Source: an optimization exercise on an open RTL-to-GDS flow (aim: small area, a short achievable clock period and few clock cycles per item). Production flows keep margins and buffers that such runs may drop. The RTL of this run was laid out without a check of its function. Power is estimated from default activity; no workload was simulated.

==> design/flow/design.v <==
module pc_fa ( input a, input b, input c, output s, output co );
  assign s  = a ^ b ^ c;
  assign co = (a & b) | (a & c) | (b & c);
endmodule
module pc_ha ( input a, input b, output s, output co );
  assign s  = a ^ b;
  assign co = a & b;
endmodule
module bit_population_counter #(
  parameter WIDTH = 128,
  parameter SLICE = 6
)(
  input                               clk_i,
  input                               srst_i,
  input        [(WIDTH-1):0]          data_i,
  input                               data_val_i,
  output logic [$clog2(WIDTH):0]      data_o,
  output logic                        data_val_o
);
  logic s1;
  logic c2;
  logic s3;
  logic c4;
  logic s5;
  logic c6;
  logic s7;
  logic c8;
  logic s9;
  logic c10;
  logic s11;
  logic c12;
  logic s13;
  logic c14;
  logic s15;
  logic c16;
  logic s17;
  logic c18;
  logic s19;
  logic c20;
  logic s21;
  logic c22;
  logic s23;
  logic c24;
  logic s25;
  logic c26;
  logic s27;
  logic c28;
  logic s29;
  logic c30;
  logic s31;
  logic c32;
  logic s33;
  logic c34;
  logic s35;
  logic c36;
  logic s37;
  logic c38;
  logic s39;
  logic c40;
  logic s41;
  logic c42;
  logic s43;
  logic c44;
  logic s45;
  logic c46;
  logic s47;
  logic c48;
  logic s49;
  logic c50;
  logic s51;
  logic c52;
  logic s53;
  logic c54;
  logic s55;
  logic c56;
  logic s57;
  logic c58;
  logic s59;
  logic c60;
  logic s61;
  logic c62;
  logic s63;
  logic c64;
  logic s65;
  logic c66;
  logic s67;
  logic c68;
  logic s69;
  logic c70;
  logic s71;
  logic c72;
  logic s73;
  logic c74;
  logic s75;
  logic c76;
  logic s77;
  logic c78;
  logic s79;
  logic c80;
  logic s81;
  logic c82;
  logic s83;
  logic c84;
  logic s85;
  logic c86;
  logic s87;
  logic c88;
  logic s89;
  logic c90;
  logic s91;
  logic c92;
  logic s93;
  logic c94;
  logic s95;
  logic c96;
  logic s97;
  logic c98;
  logic s99;
  logic c100;
  logic s101;
  logic c102;
  logic s103;
  logic c104;
  logic s105;
  logic c106;
  logic s107;
  logic c108;
  logic s109;
  logic c110;
  logic s111;
  logic c112;
  logic s113;
  logic c114;
  logic s115;
  logic c116;
  logic s117;
  logic c118;
  logic s119;
  logic c120;
  logic s121;
  logic c122;
  logic s123;
  logic c124;
  logic s125;
  logic c126;
  logic s127;
  logic c128;
  logic s129;
  logic c130;
  logic s131;
  logic c132;
  logic s133;
  logic c134;
  logic s135;
  logic c136;
  logic s137;
  logic c138;
  logic s139;
  logic c140;
  logic s141;
  logic c142;
  logic s143;
  logic c144;
  logic s145;
  logic c146;
  logic s147;
  logic c148;
  logic s149;
  logic c150;
  logic s151;
  logic c152;
  logic s153;
  logic c154;
  logic s155;
  logic c156;
  logic s157;
  logic c158;
  logic s159;
  logic c160;
  logic s161;
  logic c162;
  logic s163;
  logic c164;
  logic s165;
  logic c166;
  logic s167;
  logic c168;
  logic s169;
  logic c170;
  logic s171;
  logic c172;
  logic s173;
  logic c174;
  logic s175;
  logic c176;
  logic s177;
  logic c178;
  logic s179;
  logic c180;
  logic s181;
  logic c182;
  logic s183;
  logic c184;
  logic s185;
  logic c186;
  logic s187;
  logic c188;
  logic s189;
  logic c190;
  logic s191;
  logic c192;
  logic s193;
  logic c194;
  logic s195;
  logic c196;
  logic s197;
  logic c198;
  logic s199;
  logic c200;
  logic s201;
  logic c202;
  logic s203;
  logic c204;
  logic s205;
  logic c206;
  logic s207;
  logic c208;
  logic s209;
  logic c210;
  logic s211;
  logic c212;
  logic s213;
  logic c214;
  logic s215;
  logic c216;
  logic s217;
  logic c218;
  logic s219;
  logic c220;
  logic s221;
  logic c222;
  logic s223;
  logic c224;
  logic s225;
  logic c226;
  logic s227;
  logic c228;
  logic s229;
  logic c230;
  logic s231;
  logic c232;
  logic s233;
  logic c234;
  logic s235;
  logic c236;
  logic s237;
  logic c238;
  logic s239;
  logic c240;
  logic s241;
  logic c242;
  logic s243;
  logic c244;
  logic s245;
  logic c246;
  logic s247;
  logic c248;
  logic s249;
  logic c250;
  logic s251;
  logic c252;
  logic s253;
  logic c254;
  logic r1_s101;
  logic r1_s103;
  logic r1_s105;
  logic r1_s107;
  logic r1_s109;
  logic r1_s111;
  logic r1_s87;
  logic r1_s89;
  logic r1_s91;
  logic r1_s93;
  logic r1_s95;
  logic r1_s97;
  logic r1_s99;
  logic r1_s113;
  logic r1_s141;
  logic r1_c114;
  logic r1_s143;
  logic r1_s145;
  logic r1_s147;
  logic r1_s149;
  logic r1_s151;
  logic r1_s153;
  logic r1_s155;
  logic r1_s157;
  logic r1_s159;
  logic r1_c140;
  logic r1_c142;
  logic r1_c144;
  logic r1_c146;
  logic r1_c148;
  logic r1_c150;
  logic r1_c152;
  logic r1_c154;
  logic r1_c156;
  logic r1_c158;
  logic r1_c160;
  logic r1_s161;
  logic r1_s163;
  logic r1_s165;
  logic r1_s167;
  logic r1_c162;
  logic r1_c164;
  logic r1_c166;
  logic r1_c168;
  logic r2_s177;
  logic r2_s179;
  logic r2_s189;
  logic r2_s191;
  logic r2_s193;
  logic r2_c190;
  logic r2_c192;
  logic r2_s205;
  logic r2_s207;
  logic r2_s209;
  logic r2_c194;
  logic r2_c208;
  logic r2_s215;
  logic r2_c210;
  logic r2_s217;
  logic r2_c218;
  logic r2_s219;
  logic r2_c220;
  logic r3_s221;
  logic r3_s225;
  logic r3_s233;
  logic r3_s235;
  logic r3_c232;
  logic r3_s237;
  logic r3_c234;
  logic r3_c238;
  logic r3_s239;
  logic r3_r2_c220;
  logic r3_c240;
  logic r4_r3_s221;
  logic r4_r3_s225;
  logic r4_r3_s233;
  logic r4_s243;
  logic r4_s247;
  logic r4_c248;
  logic r4_s249;
  logic r4_c250;
  pc_fa u_s1 ( .a(data_i[0]), .b(data_i[100]), .c(data_i[101]), .s(s1), .co(c2) );
  pc_fa u_s3 ( .a(data_i[102]), .b(data_i[103]), .c(data_i[104]), .s(s3), .co(c4) );
  pc_fa u_s5 ( .a(data_i[105]), .b(data_i[106]), .c(data_i[107]), .s(s5), .co(c6) );
  pc_fa u_s7 ( .a(data_i[108]), .b(data_i[109]), .c(data_i[10]), .s(s7), .co(c8) );
  pc_fa u_s9 ( .a(data_i[110]), .b(data_i[111]), .c(data_i[112]), .s(s9), .co(c10) );
  pc_fa u_s11 ( .a(data_i[113]), .b(data_i[114]), .c(data_i[115]), .s(s11), .co(c12) );
  pc_fa u_s13 ( .a(data_i[116]), .b(data_i[117]), .c(data_i[118]), .s(s13), .co(c14) );
  pc_fa u_s15 ( .a(data_i[119]), .b(data_i[11]), .c(data_i[120]), .s(s15), .co(c16) );
  pc_fa u_s17 ( .a(data_i[121]), .b(data_i[122]), .c(data_i[123]), .s(s17), .co(c18) );
  pc_fa u_s19 ( .a(data_i[124]), .b(data_i[125]), .c(data_i[126]), .s(s19), .co(c20) );
  pc_fa u_s21 ( .a(data_i[127]), .b(data_i[12]), .c(data_i[13]), .s(s21), .co(c22) );
  pc_fa u_s23 ( .a(data_i[14]), .b(data_i[15]), .c(data_i[16]), .s(s23), .co(c24) );
  pc_fa u_s25 ( .a(data_i[17]), .b(data_i[18]), .c(data_i[19]), .s(s25), .co(c26) );
  pc_fa u_s27 ( .a(data_i[1]), .b(data_i[20]), .c(data_i[21]), .s(s27), .co(c28) );
  pc_fa u_s29 ( .a(data_i[22]), .b(data_i[23]), .c(data_i[24]), .s(s29), .co(c30) );
  pc_fa u_s31 ( .a(data_i[25]), .b(data_i[26]), .c(data_i[27]), .s(s31), .co(c32) );
  pc_fa u_s33 ( .a(data_i[28]), .b(data_i[29]), .c(data_i[2]), .s(s33), .co(c34) );
  pc_fa u_s35 ( .a(data_i[30]), .b(data_i[31]), .c(data_i[32]), .s(s35), .co(c36) );
  pc_fa u_s37 ( .a(data_i[33]), .b(data_i[34]), .c(data_i[35]), .s(s37), .co(c38) );
  pc_fa u_s39 ( .a(data_i[36]), .b(data_i[37]), .c(data_i[38]), .s(s39), .co(c40) );
  pc_fa u_s41 ( .a(data_i[39]), .b(data_i[3]), .c(data_i[40]), .s(s41), .co(c42) );
  pc_fa u_s43 ( .a(data_i[41]), .b(data_i[42]), .c(data_i[43]), .s(s43), .co(c44) );
  pc_fa u_s45 ( .a(data_i[44]), .b(data_i[45]), .c(data_i[46]), .s(s45), .co(c46) );
  pc_fa u_s47 ( .a(data_i[47]), .b(data_i[48]), .c(data_i[49]), .s(s47), .co(c48) );
  pc_fa u_s49 ( .a(data_i[4]), .b(data_i[50]), .c(data_i[51]), .s(s49), .co(c50) );
  pc_fa u_s51 ( .a(data_i[52]), .b(data_i[53]), .c(data_i[54]), .s(s51), .co(c52) );
  pc_fa u_s53 ( .a(data_i[55]), .b(data_i[56]), .c(data_i[57]), .s(s53), .co(c54) );
  pc_fa u_s55 ( .a(data_i[58]), .b(data_i[59]), .c(data_i[5]), .s(s55), .co(c56) );
  pc_fa u_s57 ( .a(data_i[60]), .b(data_i[61]), .c(data_i[62]), .s(s57), .co(c58) );
  pc_fa u_s59 ( .a(data_i[63]), .b(data_i[64]), .c(data_i[65]), .s(s59), .co(c60) );
  pc_fa u_s61 ( .a(data_i[66]), .b(data_i[67]), .c(data_i[68]), .s(s61), .co(c62) );
  pc_fa u_s63 ( .a(data_i[69]), .b(data_i[6]), .c(data_i[70]), .s(s63), .co(c64) );
  pc_fa u_s65 ( .a(data_i[71]), .b(data_i[72]), .c(data_i[73]), .s(s65), .co(c66) );
  pc_fa u_s67 ( .a(data_i[74]), .b(data_i[75]), .c(data_i[76]), .s(s67), .co(c68) );
  pc_fa u_s69 ( .a(data_i[77]), .b(data_i[78]), .c(data_i[79]), .s(s69), .co(c70) );
  pc_fa u_s71 ( .a(data_i[7]), .b(data_i[80]), .c(data_i[81]), .s(s71), .co(c72) );
  pc_fa u_s73 ( .a(data_i[82]), .b(data_i[83]), .c(data_i[84]), .s(s73), .co(c74) );
  pc_fa u_s75 ( .a(data_i[85]), .b(data_i[86]), .c(data_i[87]), .s(s75), .co(c76) );
  pc_fa u_s77 ( .a(data_i[88]), .b(data_i[89]), .c(data_i[8]), .s(s77), .co(c78) );
  pc_fa u_s79 ( .a(data_i[90]), .b(data_i[91]), .c(data_i[92]), .s(s79), .co(c80) );
  pc_fa u_s81 ( .a(data_i[93]), .b(data_i[94]), .c(data_i[95]), .s(s81), .co(c82) );
  pc_fa u_s83 ( .a(data_i[96]), .b(data_i[97]), .c(data_i[98]), .s(s83), .co(c84) );
  pc_fa u_s85 ( .a(data_i[99]), .b(data_i[9]), .c(s1), .s(s85), .co(c86) );
  pc_fa u_s87 ( .a(s11), .b(s13), .c(s15), .s(s87), .co(c88) );
  pc_fa u_s89 ( .a(s17), .b(s19), .c(s21), .s(s89), .co(c90) );
  pc_fa u_s91 ( .a(s23), .b(s25), .c(s27), .s(s91), .co(c92) );
  pc_fa u_s93 ( .a(s29), .b(s3), .c(s31), .s(s93), .co(c94) );
  pc_fa u_s95 ( .a(s33), .b(s35), .c(s37), .s(s95), .co(c96) );
  pc_fa u_s97 ( .a(s39), .b(s41), .c(s43), .s(s97), .co(c98) );
  pc_fa u_s99 ( .a(s45), .b(s47), .c(s49), .s(s99), .co(c100) );
  pc_fa u_s101 ( .a(s5), .b(s51), .c(s53), .s(s101), .co(c102) );
  pc_fa u_s103 ( .a(s55), .b(s57), .c(s59), .s(s103), .co(c104) );
  pc_fa u_s105 ( .a(s61), .b(s63), .c(s65), .s(s105), .co(c106) );
  pc_fa u_s107 ( .a(s67), .b(s69), .c(s7), .s(s107), .co(c108) );
  pc_fa u_s109 ( .a(s71), .b(s73), .c(s75), .s(s109), .co(c110) );
  pc_fa u_s111 ( .a(s77), .b(s79), .c(s81), .s(s111), .co(c112) );
  pc_fa u_s113 ( .a(s83), .b(s9), .c(s85), .s(s113), .co(c114) );
  pc_fa u_s115 ( .a(c10), .b(c12), .c(c14), .s(s115), .co(c116) );
  pc_fa u_s117 ( .a(c16), .b(c18), .c(c2), .s(s117), .co(c118) );
  pc_fa u_s119 ( .a(c20), .b(c22), .c(c24), .s(s119), .co(c120) );
  pc_fa u_s121 ( .a(c26), .b(c28), .c(c30), .s(s121), .co(c122) );
  pc_fa u_s123 ( .a(c32), .b(c34), .c(c36), .s(s123), .co(c124) );
  pc_fa u_s125 ( .a(c38), .b(c4), .c(c40), .s(s125), .co(c126) );
  pc_fa u_s127 ( .a(c42), .b(c44), .c(c46), .s(s127), .co(c128) );
  pc_fa u_s129 ( .a(c48), .b(c50), .c(c52), .s(s129), .co(c130) );
  pc_fa u_s131 ( .a(c54), .b(c56), .c(c58), .s(s131), .co(c132) );
  pc_fa u_s133 ( .a(c6), .b(c60), .c(c62), .s(s133), .co(c134) );
  pc_fa u_s135 ( .a(c64), .b(c66), .c(c68), .s(s135), .co(c136) );
  pc_fa u_s137 ( .a(c70), .b(c72), .c(c74), .s(s137), .co(c138) );
  pc_fa u_s139 ( .a(c76), .b(c78), .c(c8), .s(s139), .co(c140) );
  pc_fa u_s141 ( .a(c80), .b(c82), .c(c84), .s(s141), .co(c142) );
  pc_fa u_s143 ( .a(c86), .b(c100), .c(c102), .s(s143), .co(c144) );
  pc_fa u_s145 ( .a(c104), .b(c106), .c(c108), .s(s145), .co(c146) );
  pc_fa u_s147 ( .a(c110), .b(c112), .c(c88), .s(s147), .co(c148) );
  pc_fa u_s149 ( .a(c90), .b(c92), .c(c94), .s(s149), .co(c150) );
  pc_fa u_s151 ( .a(c96), .b(c98), .c(s115), .s(s151), .co(c152) );
  pc_fa u_s153 ( .a(s117), .b(s119), .c(s121), .s(s153), .co(c154) );
  pc_fa u_s155 ( .a(s123), .b(s125), .c(s127), .s(s155), .co(c156) );
  pc_fa u_s157 ( .a(s129), .b(s131), .c(s133), .s(s157), .co(c158) );
  pc_fa u_s159 ( .a(s135), .b(s137), .c(s139), .s(s159), .co(c160) );
  pc_fa u_s161 ( .a(c116), .b(c118), .c(c120), .s(s161), .co(c162) );
  pc_fa u_s163 ( .a(c122), .b(c124), .c(c126), .s(s163), .co(c164) );
  pc_fa u_s165 ( .a(c128), .b(c130), .c(c132), .s(s165), .co(c166) );
  pc_fa u_s167 ( .a(c134), .b(c136), .c(c138), .s(s167), .co(c168) );
  pc_fa u_s169 ( .a(r1_s101), .b(r1_s103), .c(r1_s105), .s(s169), .co(c170) );
  pc_fa u_s171 ( .a(r1_s107), .b(r1_s109), .c(r1_s111), .s(s171), .co(c172) );
  pc_fa u_s173 ( .a(r1_s113), .b(r1_s87), .c(r1_s89), .s(s173), .co(c174) );
  pc_fa u_s175 ( .a(r1_s91), .b(r1_s93), .c(r1_s95), .s(s175), .co(c176) );
  pc_fa u_s177 ( .a(r1_s97), .b(r1_s99), .c(s169), .s(s177), .co(c178) );
  pc_fa u_s179 ( .a(s171), .b(s173), .c(s175), .s(s179), .co(c180) );
  pc_fa u_s181 ( .a(r1_c114), .b(r1_s141), .c(r1_s143), .s(s181), .co(c182) );
  pc_fa u_s183 ( .a(r1_s145), .b(r1_s147), .c(r1_s149), .s(s183), .co(c184) );
  pc_fa u_s185 ( .a(r1_s151), .b(r1_s153), .c(r1_s155), .s(s185), .co(c186) );
  pc_fa u_s187 ( .a(r1_s157), .b(r1_s159), .c(c170), .s(s187), .co(c188) );
  pc_fa u_s189 ( .a(c172), .b(c174), .c(c176), .s(s189), .co(c190) );
  pc_fa u_s191 ( .a(s181), .b(s183), .c(s185), .s(s191), .co(c192) );
  pc_fa u_s193 ( .a(s187), .b(c178), .c(c180), .s(s193), .co(c194) );
  pc_fa u_s195 ( .a(r1_c140), .b(r1_c142), .c(r1_c144), .s(s195), .co(c196) );
  pc_fa u_s197 ( .a(r1_c146), .b(r1_c148), .c(r1_c150), .s(s197), .co(c198) );
  pc_fa u_s199 ( .a(r1_c152), .b(r1_c154), .c(r1_c156), .s(s199), .co(c200) );
  pc_fa u_s201 ( .a(r1_c158), .b(r1_c160), .c(r1_s161), .s(s201), .co(c202) );
  pc_fa u_s203 ( .a(r1_s163), .b(r1_s165), .c(r1_s167), .s(s203), .co(c204) );
  pc_fa u_s205 ( .a(c182), .b(c184), .c(c186), .s(s205), .co(c206) );
  pc_fa u_s207 ( .a(s195), .b(s197), .c(s199), .s(s207), .co(c208) );
  pc_fa u_s209 ( .a(s201), .b(s203), .c(c188), .s(s209), .co(c210) );
  pc_fa u_s211 ( .a(r1_c162), .b(r1_c164), .c(r1_c166), .s(s211), .co(c212) );
  pc_fa u_s213 ( .a(r1_c168), .b(c196), .c(c198), .s(s213), .co(c214) );
  pc_fa u_s215 ( .a(c200), .b(c202), .c(c204), .s(s215), .co(c216) );
  pc_fa u_s217 ( .a(s211), .b(c206), .c(s213), .s(s217), .co(c218) );
  pc_fa u_s219 ( .a(c212), .b(c214), .c(c216), .s(s219), .co(c220) );
  pc_ha u_s221 ( .a(r2_s177), .b(r2_s179), .s(s221), .co(c222) );
  pc_fa u_s223 ( .a(r2_s189), .b(r2_s191), .c(r2_s193), .s(s223), .co(c224) );
  pc_ha u_s225 ( .a(c222), .b(s223), .s(s225), .co(c226) );
  pc_fa u_s227 ( .a(r2_c190), .b(r2_c192), .c(r2_c194), .s(s227), .co(c228) );
  pc_fa u_s229 ( .a(r2_s205), .b(r2_s207), .c(r2_s209), .s(s229), .co(c230) );
  pc_fa u_s231 ( .a(c224), .b(s227), .c(s229), .s(s231), .co(c232) );
  pc_ha u_s233 ( .a(c226), .b(s231), .s(s233), .co(c234) );
  pc_fa u_s235 ( .a(r2_c208), .b(r2_c210), .c(r2_s215), .s(s235), .co(c236) );
  pc_fa u_s237 ( .a(r2_s217), .b(c228), .c(c230), .s(s237), .co(c238) );
  pc_fa u_s239 ( .a(r2_c218), .b(r2_s219), .c(c236), .s(s239), .co(c240) );
  pc_fa u_s241 ( .a(r3_c232), .b(r3_c234), .c(r3_s235), .s(s241), .co(c242) );
  pc_ha u_s243 ( .a(r3_s237), .b(s241), .s(s243), .co(c244) );
  pc_fa u_s245 ( .a(r3_c238), .b(r3_s239), .c(c242), .s(s245), .co(c246) );
  pc_ha u_s247 ( .a(c244), .b(s245), .s(s247), .co(c248) );
  pc_fa u_s249 ( .a(r3_c240), .b(r3_r2_c220), .c(c246), .s(s249), .co(c250) );
  pc_ha u_s251 ( .a(r4_c248), .b(r4_s249), .s(s251), .co(c252) );
  pc_ha u_s253 ( .a(r4_c250), .b(c252), .s(s253), .co(c254) );
  always_ff @( posedge clk_i )
    begin
      r1_s101 <= s101;
      r1_s103 <= s103;
      r1_s105 <= s105;
      r1_s107 <= s107;
      r1_s109 <= s109;
      r1_s111 <= s111;
      r1_s87 <= s87;
      r1_s89 <= s89;
      r1_s91 <= s91;
      r1_s93 <= s93;
      r1_s95 <= s95;
      r1_s97 <= s97;
      r1_s99 <= s99;
      r1_s113 <= s113;
      r1_s141 <= s141;
      r1_c114 <= c114;
      r1_s143 <= s143;
      r1_s145 <= s145;
      r1_s147 <= s147;
      r1_s149 <= s149;
      r1_s151 <= s151;
      r1_s153 <= s153;
      r1_s155 <= s155;
      r1_s157 <= s157;
      r1_s159 <= s159;
      r1_c140 <= c140;
      r1_c142 <= c142;
      r1_c144 <= c144;
      r1_c146 <= c146;
      r1_c148 <= c148;
      r1_c150 <= c150;
      r1_c152 <= c152;
      r1_c154 <= c154;
      r1_c156 <= c156;
      r1_c158 <= c158;
      r1_c160 <= c160;
      r1_s161 <= s161;
      r1_s163 <= s163;
      r1_s165 <= s165;
      r1_s167 <= s167;
      r1_c162 <= c162;
      r1_c164 <= c164;
      r1_c166 <= c166;
      r1_c168 <= c168;
    end
  always_ff @( posedge clk_i )
    begin
      r2_s177 <= s177;
      r2_s179 <= s179;
      r2_s189 <= s189;
      r2_s191 <= s191;
      r2_s193 <= s193;
      r2_c190 <= c190;
      r2_c192 <= c192;
      r2_s205 <= s205;
      r2_s207 <= s207;
      r2_s209 <= s209;
      r2_c194 <= c194;
      r2_c208 <= c208;
      r2_s215 <= s215;
      r2_c210 <= c210;
      r2_s217 <= s217;
      r2_c218 <= c218;
      r2_s219 <= s219;
      r2_c220 <= c220;
    end
  always_ff @( posedge clk_i )
    begin
      r3_s221 <= s221;
      r3_s225 <= s225;
      r3_s233 <= s233;
      r3_s235 <= s235;
      r3_c232 <= c232;
      r3_s237 <= s237;
      r3_c234 <= c234;
      r3_c238 <= c238;
      r3_s239 <= s239;
      r3_r2_c220 <= r2_c220;
      r3_c240 <= c240;
    end
  always_ff @( posedge clk_i )
    begin
      r4_r3_s221 <= r3_s221;
      r4_r3_s225 <= r3_s225;
      r4_r3_s233 <= r3_s233;
      r4_s243 <= s243;
      r4_s247 <= s247;
      r4_c248 <= c248;
      r4_s249 <= s249;
      r4_c250 <= c250;
    end
  always_ff @( posedge clk_i )
    data_o <= {c254, s253, s251, r4_s247, r4_s243, r4_r3_s233, r4_r3_s225, r4_r3_s221};
  logic [4:0] valid_delay;
  assign data_val_o = valid_delay[4];
  always_ff @( posedge clk_i )
    if( srst_i )
      valid_delay <= '0;
    else
      valid_delay <= {valid_delay[3:0], data_val_i};
endmodule
==> design/flow/flow/run.sh <==
#!/bin/bash
# The standard layout (bash standard.sh), with the smallest buffer,
# sky130_fd_sc_hd__buf_1, on every input and output port (the resizer may
# still upsize it where timing needs), and clock tree synthesis without
# dummy loads. Each tool's output goes to its own log.
set -o pipefail
export BUFFER_PORTS_ARGS="-buffer_cell sky130_fd_sc_hd__buf_1"
export CTS_ARGS="-sink_clustering_enable -repair_clock_nets -dont_use_dummy_load -buf_list sky130_fd_sc_hd__clkbuf_8"
bash standard.sh > standard.log 2>&1
==> design/flow/standard.sh <==
#!/bin/bash
# synth_recipe.tcl (not shown) runs the flow's synth.tcl, then flattens the netlist and writes it again
# the make line also repeats each setting of config.mk as NAME=value (left out here)
make -C /OpenROAD-flow-scripts/flow DESIGN_CONFIG=/design/flow/config.mk WORK_HOME=/design/flow/orfs CLKGATE_MAP_FILE= SYNTH_SCRIPT=/design/flow/synth_recipe.tcl "${@:-finish}"
==> design/flow/config.mk <==
export PLATFORM = sky130hd
export DESIGN_NAME = bit_population_counter
export DESIGN_NICKNAME = bit_population_counter
export VERILOG_FILES = /design/flow/design.v
export SDC_FILE = /design/flow/constraint.sdc
export NUM_CORES = 4
export LEC_CHECK = 0
export CAP_MARGIN = 20
export CORE_MARGIN = 2
export CORE_UTILIZATION = 60
export SETUP_SLACK_MARGIN = 0.8
export SLEW_MARGIN = 20
export SYNTH_HIERARCHICAL = 1
export SYNTH_MINIMUM_KEEP_SIZE = 0
==> design/flow/constraint.sdc <==
create_clock -name core_clock -period 2.5 [get_ports {clk_i}]
set_input_delay 0.5000 -clock core_clock [delete_from_list [all_inputs] [get_ports {clk_i}]]
set_output_delay 0.5000 -clock core_clock [all_outputs]
set_load 0.01 [all_outputs]
==> results.txt <==
- CP Launch Point: data_i[0]
- WS Path Type: primary input to flop
- Post-synthesis compound-gate area fraction: 0%
- Clock slew at reported path FFs: 0.08 ns
- RR Endpoint: r2_s193$_DFF_P_
- Later-pin clock latency in the skew report: 0.35 ns
- Share of cells above drive strength 1: 36.10%
- Cell leakage power: 1.981 nW
- Worst-margin pin slew: 0.1989 ns
- Post-synth EDFFs: 0
- CP endpoint kind: flop
- Reg2reg setup slack: 0.69 ns
- H-tree depth: 3
- Register bit total from synthesis: 94
- Placed Instances: 464
- Starting Density: 61.36%
- I/O Pins: 140
- Largest area contributor in the netlist: fa_1
- Layout Cells excl Fill: 473
- First-pass GRT wire length: 11580 um
- Hpwl dp: 6519 um
- WL final: 7267 um
- Biggest regs: data_o: 8 flops, valid_delay: 5 flops
- CP max FO: 1
- Vias in the first global route: 2502
- Critical Path Sink: r1_s113$_DFF_P_
- Design Power: 0.005703 W
- Pwr dens: 1034 nW/um2
- Total gr overflow: 0
- Root buf cell: clkbuf_8
- Vias after detailed routing: 2155
- Via-to-Cell Ratio: 4.556
- Mux cell area share after synthesis: 0%
- Post-Layout Inst Area: 5518 um2
- Synth Area in Simple Gates: 0.7104%
- Final hold vios: 0
- Max Cap Viol: 0
- Tmin final: 1.822 ns
- Final #Nets: 634
- RD Place Congestion: 0.7741
- Most flop-heavy register: data_o
- DR pass1 iterations: 4
- Ant. Diodes: 0
- Cells on worst reg2reg path: 3
- Top cell type's share of synthesized area: 54.56%
- Predominant post-synthesis flop cell: dfxtp_1
- Clk sinks: 94
- Core Area: 7176 um2
- # Post-CTS Setup Buffers: 0
- Fin Clk Skew: 0.02904 ns
- Die W: 89.67 um
- Status: complete, no violations
- Startpoint Class: primary input
- Synth top area cells: fa_1 (55%), dfxtp_1 (43%), ha_1 (2.0%)
- Yosys warns: 7
- Worst IR Drop VDD: 0.3989 mV
- Num rows: 31
- Post-Syn Nets: 484
- Syn Area/Cell: 19.48 um2
- Post-route ant nets: 0
- Netlist Area Pre-Place: 4403 um2
- Largest net degree at the start of global routing: 18
- Reg-to-reg startpoint: r1_s101$_DFF_P_
- Data required time at the worst endpoint: 2.79 ns
- Mapped Cells: 226
- Port Buf Inserts: 139
- Synth Area in XOR/XNOR: 0%
- Worst hold path type: flop to flop
- Slew HR: 86.74%
- Die ar.: 8040 um2
- CTS tree: yes
- Top-count cell post-synth: fa_1
- Adder-cell share of the synthesized area: 56.55%
- Max-slew violation count: 0
- Sequential share of the synthesized area: 42.74%
- WHS Path Cells: 0
- Fin crit share: 72.88%
- Synth-to-layout area growth: 25.32%
- CTS Buf Count: 9
- Worst Path Arrival: 2.11 ns
- DRC viols: 0
- Synth cell count leaders: fa_1 (120), dfxtp_1 (94), ha_1 (7)
- Wirelength per Cell: 15.36 um
- Clk buf depth: 2
- Largest family of logic cells by synthesized area: adder cells
- Achievable Freq: 548.8 MHz
- RSZ-0062 raised after global routing: true
- Asr flop ratio synth: 0%
- Height of the die: 89.67 um
- Setup violators final: 0
- Max FFs per register: 8
- Cell variety after synth: 4
- Final core utilization: 76.90%
- Initial DRC Count: 23
- Total Routing Usage GR: 20.46%
- Initial antenna violation count: 0
- Placed Area: 5219 um2
- Setup TNS: 0 ns
final cells by class:
cell class                 count  area [um2]
clock buffer                   9       123.9
timing repair buffer         139       620.6
multi-input combinational    132        2759
fill                         451        1658
sequential                    94        1891
tap                           99       123.9
worst max-delay path, cell delays in order:
cell   delay, ns
buf_6       0.09
fa_2        0.56
fa_2        0.44
fa_2        0.52
modules after synthesis (local to each module, per instance):
module,copies in the design,cells inside,cell area (um2)
pc_fa,120,1,20.02
bit_population_counter,1,99,1913
pc_ha,7,1,12.51
metal layers:
metal / vias up / global-route usage [%] / wire length (um)
met5: - / 0 / 0
met4: 0 / 6.106 / 85
met3: 9 / 3.565 / 246
met2: 62 / 35.90 / 4165
met1: 1102 / 26.42 / 2770
li1: 982 / - / -
worst min path at each step:
stage / from / end / slack (ns)
detailed placement: r4_r3_s225$_DFF_P_ / data_o[1]$_DFF_P_ / 0.31
finish: r4_s247$_DFF_P_ / data_o[4]$_DFF_P_ / 0.33
CTS: r2_c220$_DFF_P_ / r3_r2_c220$_DFF_P_ / 0.33
floorplan: r4_r3_s221$_DFF_P_ / data_o[0]$_DFF_P_ / 0.31
global placement: r4_r3_s221$_DFF_P_ / data_o[0]$_DFF_P_ / 0.31
global route: r4_s247$_DFF_P_ / data_o[4]$_DFF_P_ / 0.34
through the flow:
step / worst slack [ns] / hold slack (ns)
after floorplan: 0.4863 / 0.3096
final: 0.6780 / 0.3305
after global routing: 0.6562 / 0.3367
after CTS: 0.6708 / 0.3293
after detailed placement: 0.3025 / 0.3121
after global placement: 0.3139 / 0.3108
where the power goes:
group	internal [W]	leakage [nW]	switching, W
combinational	0.00121	1.13	0.00115
clock	0.000323	0.0647	0.000421
sequential	0.00227	0.791	0.000335
placed cells by master (no fill, tap or decap), drive strengths merged:
cell / instances
buf: 130
dfxtp: 94
clkbuf: 18
fa: 120
nor2b: 5
ha: 7
cells by family (layout without fill, tap and decap cells):
family        count (synthesis)  count (layout)
simple gates                  5               5
buf+inv                       0             148
flops                        94              94
fa+ha+maj                   127             127
what timing repair did:
item / 4_1_cts / 5_1_grt
hold buffers: 0 / 0
pin swaps: 32 / 40
endpoints found under the hold margin: 0 / 0
endpoints found under the setup margin: 24 / 22
resized for setup: 37 / 36

==> static timing again, ports no longer ideal <==
In the flow no input, the clock included, has a driving cell. The finished layout below was timed again as built, in two steps.
Step 1 assumes that a clkbuf_16 drives the clock port and a buf_2 every other input.
Step 2 adds t to the input delays and takes it off the output delays; t is the mean of the earliest and latest rising clock arrival at the registers after step 1. Input paths then give back, and output paths get back, about the clock's delay inside the block.
Slacks: ideal ports / drivers / drivers and shift; pairs: ideal ports / drivers.
shift t [ns]: 0.361
setup WS [ns]: 0.678 / 0.666 / 0.304
hold WS [ns]: 0.330 / 0.330 / 0.330
clock arrival spread, ns: 0.030 / 0.031
After both steps this run still meets setup and hold. For this run, drivers alone change the setup slack by -0.012 ns; drivers and shift together by -0.374 ns.
